Background: an optimization exercise with open tools, aiming at small area, a short achievable clock period and few clock cycles. Do not read the settings as production practice. Only simulation tests tie the RTL to the original design; equivalence was not proved.

==> inputs of 04-28 <==
// kalman_fsm_3d
module kalman_fsm_3d #(
    parameter DATA_WIDTH = 32,
    parameter K_SCALED = 137
)(
    input  wire clk,
    input  wire rst,
    input  wire start,
    input  wire signed [DATA_WIDTH-1:0] z_in_x,
    input  wire signed [DATA_WIDTH-1:0] z_in_y,
    input  wire signed [DATA_WIDTH-1:0] z_in_z,
    output reg signed [DATA_WIDTH-1:0] x_out_x,
    output reg signed [DATA_WIDTH-1:0] x_out_y,
    output reg signed [DATA_WIDTH-1:0] x_out_z,
    output reg done
);
==> flow/config.mk <==
export PLATFORM = sky130hd
export DESIGN_NAME = kalman_fsm_3d
export DESIGN_NICKNAME = kalman_fsm_3d
export VERILOG_FILES = /design/flow/design.v
export SDC_FILE = /design/flow/constraint.sdc
export NUM_CORES = 4
export LEC_CHECK = 0
export CAP_MARGIN = 20
export CORE_MARGIN = 2
export CORE_UTILIZATION = 40
export PLACE_DENSITY = 0.6
export SETUP_SLACK_MARGIN = 1.75
export SLEW_MARGIN = 20
==> flow/constraint.sdc <==
create_clock -name core_clock -period 10.0 [get_ports {clk}]
set_input_delay 2.0000 -clock core_clock [delete_from_list [all_inputs] [get_ports {clk}]]
set_output_delay 2.0000 -clock core_clock [all_outputs]
set_load 0.01 [all_outputs]
standard.sh (not shown) runs the stock make flow with config.mk's settings and CLKGATE_MAP_FILE= SYNTH_SCRIPT=/design/flow/synth_recipe.tcl, a recipe that flattens the netlist after the stock synthesis.
==> flow/flow/run.sh <==
#!/bin/bash
# The standard layout (the standard.sh: ORFS synthesis to finish, all
# settings from config.mk), except that the port buffers that global
# placement inserts on every input and output are the smallest buffer
# (buf_1) instead of the cell buffer_ports picks by default
# (clkdlybuf4s50_1, a delay cell).  Every port is still buffered.
# ORFS writes each tool's log under orfs/logs/; make's own output goes to
# standard.log here.
set -euo pipefail
export BUFFER_PORTS_ARGS="-buffer_cell sky130_fd_sc_hd__buf_1"
bash standard.sh > standard.log 2>&1
==> inputs of 08-19, as changes to 04-28 <==
--- a/flow/config.mk
+++ b/flow/config.mk
@@ -9,5 +9,5 @@
 export CORE_MARGIN = 2
 export CORE_UTILIZATION = 40
-export PLACE_DENSITY = 0.6
-export SETUP_SLACK_MARGIN = 1.75
+export PLACE_DENSITY = 0.75
+export SETUP_SLACK_MARGIN = 2
 export SLEW_MARGIN = 20
==> inputs of 08-06, as changes to 04-28 <==
--- a/flow/config.mk
+++ b/flow/config.mk
@@ -10,4 +10,4 @@
 export CORE_UTILIZATION = 40
 export PLACE_DENSITY = 0.6
-export SETUP_SLACK_MARGIN = 1.75
+export SETUP_SLACK_MARGIN = 4
 export SLEW_MARGIN = 20
==> summary of the runs <==
Global-route usage, lowest first: 04-28, 08-19, 08-06. The lowest non-clock buffer count belongs to 04-28, the highest to 08-06. Sequential share of layout area: 08-06 < 08-19 < 04-28. Of 08-06 and 08-19, 08-06 has the higher core utilization (gap 3.5 points). First-iteration DRC count, lowest first: 04-28, 08-06, 08-19. The highest worst hold slack belongs to 08-19, the lowest to 04-28. Via count: 04-28 < 08-19 < 08-06. Register-to-register slack: 08-06 > 04-28 > 08-19.
Testbench counts of 04-28, summed over its fixed seeds: cycles 4,088.
Testbench counts of 08-19, summed over its fixed seeds: cycles 4,088.
Testbench counts of 08-06, summed over its fixed seeds: cycles 4,088.


==> run C: inputs <==
kalman_fsm_3d, a different RTL version from the one above (not shown whole).
==> flow/config.mk <==
export PLATFORM = sky130hd
export DESIGN_NAME = kalman_fsm_3d
export DESIGN_NICKNAME = kalman_fsm_3d
export VERILOG_FILES = /design/flow/design.v
export SDC_FILE = /design/flow/constraint.sdc
export NUM_CORES = 4
export LEC_CHECK = 0
export CAP_MARGIN = 20
export CORE_MARGIN = 2
export CORE_UTILIZATION = 40
export PLACE_DENSITY = 0.6
export SLEW_MARGIN = 20
==> flow/constraint.sdc <==
create_clock -name core_clock -period 10.0 [get_ports {clk}]
set_input_delay 2.0000 -clock core_clock [delete_from_list [all_inputs] [get_ports {clk}]]
set_output_delay 2.0000 -clock core_clock [all_outputs]
set_load 0.01 [all_outputs]
Scripts as last shown in full above: flow/flow/run.sh
==> run D: changes against run C <==
--- a/flow/config.mk
+++ b/flow/config.mk
@@ -11,2 +11,3 @@
 export PLACE_DENSITY = 0.6
+export SETUP_SLACK_MARGIN = 2.0
 export SLEW_MARGIN = 20
==> run G: changes against run C <==
==> flow/run.sh (new file) <==
#!/bin/bash
# synth_recipe.tcl (not shown) runs the flow's synth.tcl, then flattens the netlist and writes it again
# the make line also repeats each setting of config.mk as NAME=value (left out here)
make -C /OpenROAD-flow-scripts/flow DESIGN_CONFIG=/design/flow/config.mk WORK_HOME=/design/flow/orfs CLKGATE_MAP_FILE= SYNTH_SCRIPT=/design/flow/synth_recipe.tcl finish
removed: flow/flow/run.sh
removed: flow/standard.sh
==> summary of the runs <==
- In run D the critical path depth is lower than in run C, by 3.
- Of run C and run G, run G has the higher non-clock buffer count (gap 8).
- Count of clock-buffer cells in the layout: run D > run C > run G.
- The lowest first-iteration DRC count belongs to run G, the highest to run D.
- Sequential cell count is the same in run D and run G.
- Against run C, the via count of run D is larger by about 2%.
- Synthesized area is the same in run D and run C.
- Wire length, lowest first: run C, run G, run D.
- Cell count: run C < run G < run D.
- Worst setup slack, highest first: run D, run C, run G.
==> figures <==
Highest metal layer used by the detailed router: run G met4; run D met5; run C met4
Critical path depth in cells: run G 30; run D 27; run C 30
Clock Network Area Fraction: run G 0.01692; run D 0.01615; run C 0.01826
First-pass GRT wire length: run G 118500 µm; run D 118300 µm; run C 117500 µm
Number of buffer and inverter stages on the critical path: run G 6; run D 5; run C 6
Crit-path most repeated cell: run G inv_1; run D fa_1; run C inv_1
Via density: run G 4.897; run D 4.954; run C 4.929
Detailed route wirelength on metal3: run G 3268 µm; run D 3545 µm; run C 3748 µm
Sum of routed wire length over all layers: run G 72020 µm; run D 74310 µm; run C 71960 µm
Master of the slowest instance on the critical path: run G or4_1; run D fa_1; run C fa_1
R2R depth: run G 32; run D 28; run C 32
Register clock-pin slew on the reported worst setup and hold paths: run G 80 ps; run D 80 ps; run C 90 ps
Required time of the worst setup path: run G 10320 ps; run D 10370 ps; run C 10350 ps
Capture point of the worst path: run G x_state_y[31]; run D x_state_y[28]; run C x_state_y[31]
Capturing point of the worst reg2reg path: run G x_state_y[31]; run D x_state_y[28]; run C x_state_y[31]
Global routing usage summed across all routing layers: run G 0.1942; run D 0.1943; run C 0.1932
Wire length per cell after detailed routing: run G 16.27 µm; run D 16.58 µm; run C 16.29 µm
Status: run G finished clean; run D finished clean; run C finished clean
Number of buffers inserted to repair setup after CTS: run G 0; run D 13; run C 0
Testbench counts of run C, summed over its fixed seeds: cycles 4,088.
Testbench counts of run D, summed over its fixed seeds: cycles 4,088.
Testbench counts of run G, summed over its fixed seeds: cycles 4,088.

[re-timing with driven ports]
The flow's constraints put no driver on any port. The routed layouts listed below were extracted and timed again, unchanged, in two steps.
Step 1 assumes that a clkbuf_16 drives the clock port and a buf_2 every other input.
Step 2, shift: input delay + t, output delay - t, t = (earliest + latest rising clock arrival at the registers) / 2. This alone moves slack from input paths to output paths.
Slacks: ideal ports / drivers / drivers and shift; pairs: ideal ports / drivers.
| run | t, ns | setup slack, ns | hold WS [ns] | worst setup path after step 2 | cell pins on the clock port's net |
|---|---|---|---|---|---|
| 04-28 | 0.547 | 1.972 / 2.006 / 1.459 | 0.481 / 0.481 / 0.481 | input to register | 1 |
| 08-19 | 0.543 | 1.948 / 1.981 / 1.438 | 0.495 / 0.495 / 0.495 | input to register | 1 |
| 08-06 | 0.552 | 2.111 / 2.148 / 1.596 | 0.485 / 0.485 / 0.485 | input to register | 1 |
| run C | 0.540 | 0.971 / 0.999 / 0.459 | 0.501 / 0.501 / 0.501 | input to register | 1 |
| run D | 0.555 | 1.899 / 1.927 / 1.372 | 0.489 / 0.489 / 0.489 | input to register | 1 |
| run G | 0.522 | 0.703 / 0.730 / 0.208 | 0.495 / 0.495 / 0.495 | input to register | 1 |
After both steps every run listed still meets setup and hold. The setup slack of run D, which loses most, moves by +0.028 ns with the drivers and by -0.527 ns with both steps.
